This design comes from an exercise in tuning for small area and a short achievable clock period on the open sky130 flow, not from production work. In this exercise RTL edits were held to simulation tests only and were not proved equivalent to the original. Power figures rest on the tool's default switching activity, not on a simulated workload.

==> flow/design.v, too long to show whole: its modules and the start of the top module <==
// module csr_file: 567 lines
// module alu: 34 lines
// module bcu: 26 lines
// module bpu: 129 lines
// module distri_ram: 23 lines
// module decode: 404 lines
// module execute: 280 lines
// module fetch: 91 lines
// module forwarding_unit: 97 lines
// module memory: 49 lines
// module muldiv: 161 lines
// module pipeline_control: 33 lines
// module program_counter: 53 lines
// module reg_file: 45 lines
// module writeback: 155 lines
// module core_top: 585 lines
module core_top #(
    parameter HART_ID       = 0,
    parameter XLEN          = 32,
    parameter BPU_ENTRY_NUM = 32
)
(
    input                 clk_i,
    input                 rst_i,
    input                 stall_i,
    input  [XLEN-1 : 0]   init_pc_addr_i,
    input  [XLEN-1 : 0]   code_i,
    input                 code_ready_i,
    output [XLEN-1 : 0]   code_addr_o,
    output                code_req_o,
    input  [XLEN-1 : 0]   data_i,
    input                 data_ready_i,
    output [XLEN-1 : 0]   data_o,
    output [XLEN-1 : 0]   data_addr_o,
    output                data_rw_o,       
    output [XLEN/8-1 : 0] data_byte_enable_o,
    output                data_req_o,
    output                data_is_amo_o,
    output [ 4: 0]        data_amo_type_o,
    output                cache_flush_o,
    input                 ext_irq_i,
    input                 tmr_irq_i,
    input                 sft_irq_i
);
  // ...
==> flow/flow/run.sh <==
#!/bin/bash
# Standard ORFS layout (the standard.sh, with the standard synthesis
# unchanged), with repair_timing asked to leave a larger setup margin
# (fixing the worst 5% of endpoints, without gate cloning), larger clock-tree
# sink clusters without dummy loads, denser placement, and buf_4 port buffers.
set -o pipefail
bash standard.sh SETUP_SLACK_MARGIN=11 TNS_END_PERCENT=5 SKIP_GATE_CLONING=1 PLACE_DENSITY=0.7 \
    "CTS_ARGS=-sink_clustering_enable -repair_clock_nets -sink_clustering_size 24 -sink_clustering_max_diameter 80 -dont_use_dummy_load" \
    "BUFFER_PORTS_ARGS=-buffer_cell sky130_fd_sc_hd__buf_4" \
    finish > standard_finish.log 2>&1
==> flow/standard.sh <==
#!/bin/bash
# synth_recipe.tcl (not shown) runs the flow's synth.tcl, then flattens the netlist and writes it again
# the make line also repeats each setting of config.mk as NAME=value (left out here)
make -C /OpenROAD-flow-scripts/flow DESIGN_CONFIG=/design/flow/config.mk WORK_HOME=/design/flow/orfs CLKGATE_MAP_FILE= SYNTH_SCRIPT=/design/flow/synth_recipe.tcl "${@:-finish}"
==> flow/config.mk <==
export PLATFORM = sky130hd
export DESIGN_NAME = core_top
export DESIGN_NICKNAME = core_top
export VERILOG_FILES = /design/flow/design.v
export SDC_FILE = /design/flow/constraint.sdc
export NUM_CORES = 8
export LEC_CHECK = 0
export CAP_MARGIN = 20
export CORE_MARGIN = 2
export CORE_UTILIZATION = 40
export SLEW_MARGIN = 20
==> flow/constraint.sdc <==
create_clock -name core_clock -period 16.0 [get_ports {clk_i}]
set_input_delay 3.2000 -clock core_clock [delete_from_list [all_inputs] [get_ports {clk_i}]]
set_output_delay 3.2000 -clock core_clock [all_outputs]
set_load 0.01 [all_outputs]
==> run summary, run 1 <==
outcome complete, no violations; seq_cells 4360; Power Total 25.30 mW; most frequent cell after synthesis edfxtp_1; R2R Path Start Decode.pc_o[5]; I/O pin count 214; initial core utilization 40.16%; post-synthesis register bit count 4360; signal buffers share of area 6.418%; Seq/total area 46.53%; Root Buffer clkbuf_16; HPWL after DPL 645.0 mm; Die ar. 556800 um2; met2 wire length 417.6 mm; crit path cell chain nand3_1, nor2_1, nand2_1, nor3_1, nand2_1, xor2_1, o221ai_2, nor4_4, o211ai_1, a211oi_1, a2111oi_0; Synth Warn # 16; CP endpoint kind flip-flop; worst vdd ir 0.00009357 V; multi-input gate share of the layout cell area 39.70%; post-synth cell types 122; htree depth 5; Reg2Reg Setup Slack 10.17 ns; Synth Net Count 21.28k; Worst path top cell family by delay simple AND/OR/NAND/NOR gates; DRT met1 WL 368.0 mm; mux share of post-synthesis cell area 3.296%; ant diodes 63; Clock transition at path regs 0.10 ns; Power Sequential 12.9 mW; Worst Path Required 16.82 ns; input/output buffers 210; DRC viols 0; clock latency (worst-skew pair) 1.08 ns; hold depth 2; placed cell areas 230900 um2; largest registers Branch_Prediction_Unit.tag x1024, Register_File.rf x992, Branch_Prediction_Unit.target x704; vias per cell 6.965; Final ANT Viol Nets 0; Finished Cell Area 250800 um2; max reg flops 1024; initial antenna violation count 92; Post-synth top flop edfxtp_1; cell count after synthesis 20.57k
==> run 2, diff against run 1 <==
==> flow/flow/run.sh (replaced) <==
#!/bin/bash
# Standard ORFS layout (the standard.sh, with the standard synthesis
# unchanged), with repair_timing asked to leave a larger setup margin
# (fixing the worst 5% of endpoints, without gate cloning), larger clock-tree
# sink clusters without dummy loads, and buf_4 port buffers.
set -o pipefail
bash standard.sh SETUP_SLACK_MARGIN=11 TNS_END_PERCENT=5 SKIP_GATE_CLONING=1 \
    "CTS_ARGS=-sink_clustering_enable -repair_clock_nets -sink_clustering_size 24 -sink_clustering_max_diameter 80 -dont_use_dummy_load" \
    "BUFFER_PORTS_ARGS=-buffer_cell sky130_fd_sc_hd__buf_4" \
    finish > standard_finish.log 2>&1
==> run 2 against run 1 <==
Against the previous run: non-clock buffer count up 47; critical path depth down 7; core utilization grew 0.31 points; sequential cell count is the same; clock skew shrank 0.0022 ns; global-route usage up 1.6 points; synthesized cell count unchanged; sequential power about the same; cell area rose by 0.68%.
==> run summary, run 2 <==
syn_area_per_cell 10.71 um2 (unchanged); Fmax achieved 175.2 MHz (was 171.4 MHz); Die ar. 556800 um2 (unchanged); Clock Sinks 4360 (unchanged); Final Non-Filler Cells 28.15k (was 28.09k); routing usage on met2 52.26% (was 49.55%); Final setup viols 0 (unchanged); Core Box Area 548600 um2 (unchanged); Root Buffer clkbuf_16 (unchanged); GRT overflow 0 (unchanged); Tightest Hold Check Type flip-flop to flip-flop (unchanged); row count 272 (unchanged); input/output buffers 210 (unchanged); via count 196.1k (was 195.6k); top-area cell type share of the netlist area 39.92% (unchanged); vias in the first global route 173.9k (was 176.6k); Power Density 100.7 nW/um2 (was 100.9 nW/um2); vias per cell 6.966 (was 6.965); routed length per placed instance 39.82 um (was 38.26 um); Synth Net Count 21.28k (unchanged); NetSw 8.225 mW (was 8.077 mW); outcome complete, no violations (unchanged); Post-synth EDFFs 2929 (unchanged); Num CTS Buffers 265 (was 262); Comb pwr share 22.2% (was 22.1%); Sw Ratio 32.34% (was 31.92%); GRT Max-Usage Layer met2 (unchanged); Relative slew margins 12.29% (was 8.580%); Final Skew 0.1632 ns (was 0.1655 ns); P_int 17.21 mW (was 17.23 mW); most common cell after layout, fill and taps aside edfxtp_1 (unchanged); Arrival @ worst endpoint 2.51 ns (was 6.65 ns); Worst Tran Pin Value 1.290 ns (was 1.357 ns); most frequent cell after synthesis edfxtp_1 (unchanged); CTS tree built (unchanged); Reg power frac 50.8% (was 51.2%); r2r worst-path depth 26 (was 11); I/O pin count 214 (unchanged); max reg flops 1024 (unchanged); post-synth cell types 122 (unchanged); multi-input logic area 100300 um2 (was 99570 um2); largest registers Branch_Prediction_Unit.tag x1024, Register_File.rf x992, Branch_Prediction_Unit.target x704 (unchanged); post-route setup TNS 0 ns (unchanged); CTS Buffer Depth 4 (unchanged); Iteration-0 DRC Markers 38.38k (was 38.15k); fin crit share 35.68% (was 36.46%); layout cells sized above 1 13.78% (was 13.36%); met1 GRT Util 50.45% (was 46.11%); fill count 50.64k (was 49.92k); crit start category flip-flop (unchanged); first-pass GRT wire length 1476 mm (was 1433 mm); CP endpoint kind output pin (was flip-flop); Post-synth top flop edfxtp_1 (unchanged); initial core utilization 40.16% (unchanged); Yosys top cell by area edfxtp_1 (unchanged); sequential area share after synthesis 52.92% (unchanged); CP Max Fanout 2 (was 9); routability congestion estimate 1.017 (was 1.045); RSZ-0062 raised after global routing yes (unchanged); largest net degree at the start of global routing 117 (was 150); synthesized area 220300 um2 (unchanged); aggregate global-route resource usage 37.79% (was 36.22%); htree depth 5 (unchanged); clock network fraction of total power 27.0% (was 26.7%); Detailed Routing Iterations Pass 1 11 (was 13); Largest Register Branch_Prediction_Unit.tag (unchanged); Clock transition at path regs 0.10 ns (about the same); most frequent cells after synthesis edfxtp_1 (2929), nand2_1 (1890), nor2_1 (1582) (unchanged); Worst Path Required 12.80 ns (was 16.82 ns); placed cells 27.11k (was 27.13k); Static Leak 86.64 nW (was 86.17 nW); global routing met3 resource utilization 13.75% (was 15.54%); commonest non-fill, non-tap cells in the layout edfxtp_1 (2929), nand2_1 (1856), nor2_1 (1452) (was edfxtp_1 (2929), nand2_1 (1863), nor2_1 (1462)); area grow syn2layout 14.59% (was 13.82%); DRC viols 0 (unchanged); critical path class flip-flop to output pin (was flip-flop to flip-flop); die height 746.2 um (unchanged); Max Cap Viol 0 (unchanged); clock latency (worst-skew pair) 1.07 ns (was 1.08 ns); final-report hold violation count 0 (unchanged); hold depth 2 (unchanged); Final ANT Viol Nets 0 (unchanged); initial antenna violation count 98 (was 92); Slew Viols, Final 0 (unchanged); cell count after synthesis 20.57k (unchanged); Die Width 746.2 um (unchanged); HPWL after DPL 659.8 mm (was 645.0 mm); Total Nets Final 21.52k (was 21.47k); Synth Warn # 16 (unchanged); Tmin final 5.709 ns (was 5.834 ns); Sequential Area 116700 um2 (about the same); post-synthesis register bit count 4360 (unchanged); worst vdd ir 0.00008845 V (was 0.00009357 V); Synth async-reset ratio 0% (unchanged); routed wire length 1121 mm (was 1075 mm); synth top area cells edfxtp_1 (40%), dfxtp_1 (13%), xnor2_1 (4.9%) (unchanged)
## run 2: cells by family after synthesis
logic type / after synthesis / synth area share (%)
AND/OR/NAND/NOR: 5781 / 12.26
AO/OA/AOI/OAI: 5286 / 16.85
flip-flops: 4360 / 52.92
buffers and inverters: 2243 / 4.067
XOR/XNOR: 1593 / 6.332
multiplexers: 705 / 3.296
adder cells (fa/ha/maj): 604 / 4.284
## run 2: worst max-delay path, cell delays in order (launching register included)
cell and delay [ns]:
dfxtp_2 0.37, nor2_4 0.05, buf_8 0.14, nor3_4 0.71
buf_6 0.20
## run 2: power groups by stage
| stage | clock network (mW) | logic [mW] | registers [mW] |
|---|---|---|---|
| detailed placement | 0 | 4.49 | 13.2 |
| floorplan | 0 | 2.44 | 13.1 |
| finish | 6.87 | 5.64 | 12.9 |
| global route | 7.12 | 5.69 | 12.9 |
| CTS | 6.78 | 5.03 | 12.9 |
| global placement | 0 | 4.46 | 13.1 |
## run 2: path summary, 6_finish.rpt
check	start	end	slack, ns
setup reg to reg	Program_Counter.pc_r[5]	Program_Counter.pc_r[30]	10.37
hold / removal	Execute.pc_o[11]	Writeback.pc_r[11]	0.42
hold reg to reg	Execute.pc_o[11]	Writeback.pc_r[11]	0.42
setup / recovery	Execute.re_o	data_req_o	10.29
## run 2: timing repair
item / CTS / global route
setup buffers: 426 / 268
endpoints found under the hold margin: 0 / 0
resized for setup: 900 / 507
gates cloned: 0 / 0
hold buffers: 0 / 0
pin swaps: 158 / 137
setup endpoints to repair: 2782 / 1193
## run 2: final cells by class
class                      count  area share, %
timing repair buffer        1545          6.741
multi-input combinational  13970          39.70
antenna                       75        0.07433
clock buffer                 265          2.626
sequential                  4360          46.21
inverter                     672          1.045
tap                         7261          3.598
## run 2: per-stage QoR
step / setup WS (ns) / total power, mW / hold WS [ns] / area, um2 / utilization, %
2_1_floorplan: 9.989 / 15.51 / 0.4064 / 220700 / -
3_3_place_gp: 7.894 / 17.61 / 0.4374 / 231100 / 42.12
3_5_place_dp: 7.891 / 17.64 / 0.4435 / 231200 / 42.15
4_1_cts: 10.42 / 24.71 / 0.4245 / 246900 / 45.01
5_1_grt: 10.33 / 25.75 / 0.4370 / 252300 / 45.99
6_report: 10.29 / 25.43 / 0.4190 / 252500 / 46.02
## run 2: metal layers
| metal | vias up | wire length [um] |
|---|---|---|
| li1 | 76980 | - |
| met1 | 97260 | 408300 |
| met2 | 17720 | 441200 |
| met3 | 4042 | 180500 |
| met4 | 72 | 89530 |
| met5 | - | 1219 |
==> run 3, diff against run 2 <==
==> flow/flow/run.sh (replaced) <==
#!/bin/bash
# Standard ORFS layout (the standard.sh, with the standard synthesis
# unchanged), with repair_timing asked to leave a larger setup margin
# (fixing the worst 15% of endpoints, without gate cloning), larger clock-tree
# sink clusters without dummy loads, denser placement, and buf_4 port buffers.
set -o pipefail
bash standard.sh SETUP_SLACK_MARGIN=11 TNS_END_PERCENT=15 SKIP_GATE_CLONING=1 PLACE_DENSITY=0.7 \
    "CTS_ARGS=-sink_clustering_enable -repair_clock_nets -sink_clustering_size 24 -sink_clustering_max_diameter 80 -dont_use_dummy_load" \
    "BUFFER_PORTS_ARGS=-buffer_cell sky130_fd_sc_hd__buf_4" \
    finish > standard_finish.log 2>&1
==> run 3 against run 2 <==
Against the previous run: now fails the layout checks on max-capacitance violations, max-slew violations; core utilization increased by 0.14 points; largest cell class unchanged; via count increased by 0.75%; highest routed layer unchanged; sequential power about the same; cell area increased by 0.31%.
==> run summary, run 3 <==
layout cells sized above 1 14.40% (was 13.78%); Largest Register Branch_Prediction_Unit.tag (unchanged); most used cell along the critical path a21oi_2; buffers and inverters on the worst path 6 (was 2); vias per cell 7.002 (was 6.966); area grow syn2layout 14.94% (was 14.59%); row count 272 (unchanged); post-route setup TNS 0 ns (unchanged); clock latency (worst-skew pair) 1.08 ns (was 1.07 ns); post-synth cell types 122 (unchanged); routed wire length 1088 mm (was 1121 mm); most common cell after layout, fill and taps aside edfxtp_1 (unchanged); Synth Warn # 16 (unchanged); Power Total 25.63 mW (was 25.43 mW); post-synthesis register bit count 4360 (unchanged); Static Leak 87.27 nW (was 86.64 nW); initial core utilization 40.16% (unchanged); Synth async-reset ratio 0% (unchanged); Post-synth EDFFs 2929 (unchanged); Total Nets Final 21.60k (was 21.52k); critical path class flip-flop to flip-flop (was flip-flop to output pin); die height 746.2 um (unchanged); synthesized area 220300 um2 (unchanged); DRC viols 0 (unchanged); Clock transition at path regs 0.10 ns (about the same); GRT overflow 0 (unchanged); Num CTS Buffers 262 (was 265); sequential area share after synthesis 52.92% (unchanged); routed length per placed instance 38.57 um (was 39.82 um); Detailed Routing Iterations Pass 1 13 (was 11); Worst Path Required 16.73 ns (was 12.80 ns); input/output buffers 210 (unchanged); syn_area_per_cell 10.71 um2 (unchanged); min setup slack post-route 10.41 ns (was 10.29 ns); cell count after synthesis 20.57k (unchanged); commonest non-fill, non-tap cells in the layout edfxtp_1 (2929), nand2_1 (1859), nor2_1 (1451) (was edfxtp_1 (2929), nand2_1 (1856), nor2_1 (1452)); Core Box Area 548600 um2 (unchanged); Relative slew margins -4.911% (was 12.29%); fin crit share 34.91% (was 35.68%); via count 197.5k (was 196.1k); initial antenna violation count 115 (was 98); worst vdd ir 0.00009538 V (was 0.00008845 V); Tmin final 5.585 ns (was 5.709 ns); placed cell areas 230900 um2 (was 231200 um2); Reg2Reg Setup Slack 10.41 ns (was 10.37 ns); outcome finished with violations (was complete, no violations); final-report hold violation count 0 (unchanged); Clock Sinks 4360 (unchanged); htree depth 5 (unchanged); Die ar. 556800 um2 (unchanged); max incr delay on CP 0.45 ns (was 0.71 ns); most frequent cell after synthesis edfxtp_1 (unchanged); CP endpoint kind flip-flop (was output pin); Power Density 101.2 nW/um2 (was 100.7 nW/um2); Yosys top cell by area edfxtp_1 (unchanged); synth top area cells edfxtp_1 (40%), dfxtp_1 (13%), xnor2_1 (4.9%) (unchanged); Fmax achieved 179.0 MHz (was 175.2 MHz); RSZ-0062 raised after global routing yes (unchanged); HPWL after DPL 645.0 mm (was 659.8 mm); Synth Net Count 21.28k (unchanged); Final Skew 0.1825 ns (was 0.1632 ns); layout check fault list max-capacitance violations, max-slew violations; Worst Tran Pin Value 1.557 ns (was 1.290 ns); pre-CTS WS 7.281 ns (was 7.891 ns); Final setup viols 0 (unchanged); Arrival @ worst endpoint 6.32 ns (was 2.51 ns); CP max-delay cell edfxtp_1 (was nor3_4); CTS Buffer Depth 4 (unchanged); Die Width 746.2 um (unchanged); max reg flops 1024 (unchanged); top-area cell type share of the netlist area 39.92% (unchanged); vias in the first global route 178.7k (was 173.9k); Post-synth top flop edfxtp_1 (unchanged); CTS tree built (unchanged); I/O pin count 214 (unchanged); Worst path top cell family by delay compound AO/OA/AOI/OAI gates (was simple AND/OR/NAND/NOR gates); largest registers Branch_Prediction_Unit.tag x1024, Register_File.rf x992, Branch_Prediction_Unit.target x704 (unchanged); most frequent cells after synthesis edfxtp_1 (2929), nand2_1 (1890), nor2_1 (1582) (unchanged); first-pass GRT wire length 1452 mm (was 1476 mm); largest net degree at the start of global routing 150 (was 117); crit start category flip-flop (unchanged); Final ANT Viol Nets 0 (unchanged); CP Max Fanout 9 (was 2); Slew Viols, Final 3 (was 0); aggregate global-route resource usage 36.77% (was 37.79%); Finished Cell Area 253300 um2 (was 252500 um2); routability congestion estimate 1.045 (was 1.017); Tightest Hold Check Type flip-flop to flip-flop (unchanged); Root Buffer clkbuf_16 (unchanged); Max Cap Viol 1 (was 0); Iteration-0 DRC Markers 40.18k (was 38.38k)
==> run 3: cell type report <==
class	count	area [um2]
inverter	672	2625
fill	49630	295300
tap	7261	9085
antenna	58	145.1
multi-input combinational	13970	100200
sequential	4360	116700
timing repair buffer	1632	18000
clock buffer	262	6556
==> run 3: per-stage QoR <==
| stage | instances | util (%) | hold WS, ns |
|---|---|---|---|
| after floorplan | 20570 | - | 0.4064 |
| after CTS | 27900 | 45.43 | 0.4314 |
| final | 28210 | 46.17 | 0.4472 |
| after global placement | 27130 | 42.07 | 0.4370 |
| after detailed placement | 27130 | 42.08 | 0.4432 |
| after global routing | 28160 | 46.14 | 0.4668 |
==> run 3: timing repair <==
action,4_1_cts,5_1_grt
gates cloned,0,0
setup buffers,510,252
pin swaps,216,173
resized for setup,1332,360
endpoints found under the setup margin,2925,860
hold buffers,0,0
==> run 3: layer usage <==
layer | share of wire [%] | track usage, % | vias up
li1 | - | - | 77050
met5 | 0.10 | 0.5059 | -
met4 | 9.1 | 24.83 | 95
met2 | 39 | 50.31 | 19450
met3 | 18 | 16.74 | 5106
met1 | 34 | 46.09 | 95850
==> run 3: final timing paths <==
path | startpoint | to | depth (start not counted)
worst max-delay path | Program_Counter.pc_r[21] | Program_Counter.pc_r[31] | 26
worst min-delay path | Execute.csr_we_data_o[29] | Writeback.csr_we_data_r[29] | 2
worst max register to register | Program_Counter.pc_r[21] | Program_Counter.pc_r[31] | 26
worst min register to register | Execute.csr_we_data_o[29] | Writeback.csr_we_data_r[29] | 2
==> run 3: logic make-up (layout without fill, tap and decap cells) <==
group | Yosys count | after routing | synth area share, %
AND/OR/NAND/NOR | 5781 | 5781 | 12.26
AO/OA/AOI/OAI | 5286 | 5286 | 16.85
flip-flops | 4360 | 4360 | 52.92
buffers and inverters | 2243 | 2566 | 4.067
XOR/XNOR | 1593 | 1593 | 6.332
multiplexers | 705 | 705 | 3.296
adder cells (fa/ha/maj) | 604 | 604 | 4.284
other | 0 | 58 | 0
==> run 3: tightest hold or removal path, stage by stage (launching register included) <==
cell	delay, ns
dfxtp_1	0.36
a22oi_1	0.08
nor2_1	0.08
==> run 3: power breakdown <==
group	total, mW	switching (mW)	internal, mW
clock	6.78	3.86	2.92
sequential	13.0	0.423	12.5
combinational	5.91	3.97	1.94
total	25.6	8.24	17.4

-- re-timing with driven ports --
No port has a modelled driver above. Below, the same layouts with a new extraction and two added sets of constraints.
Step 1 assumes that a clkbuf_16 drives the clock port and a buf_2 every other input.
Step 2 adds t to the input delays and takes it off the output delays; t is the mean of the earliest and latest rising clock arrival at the registers after step 1. Input paths then give back, and output paths get back, about the clock's delay inside the block.
a / b / c = ideal ports / drivers / drivers and shift; a / b = the first two.
| run | t (ns) | slack for setup (ns) | worst hold slack (ns) | worst slew at a driven data input, ns |
|---|---|---|---|---|
| run 1 | 1.127 | 10.166 / 10.166 / 9.336 | 0.440 / 0.440 / 0.440 | 0.18 |
| run 2 | 1.114 | 10.291 / 10.154 / 9.423 | 0.419 / 0.419 / 0.419 | 0.12 |
| run 3 | 1.130 | 10.415 / 10.291 / 9.428 | 0.447 / 0.447 / 0.447 | 0.18 |
The setup slack of run 3, which loses most, moves by -0.124 ns with the drivers and by -0.987 ns with both steps.
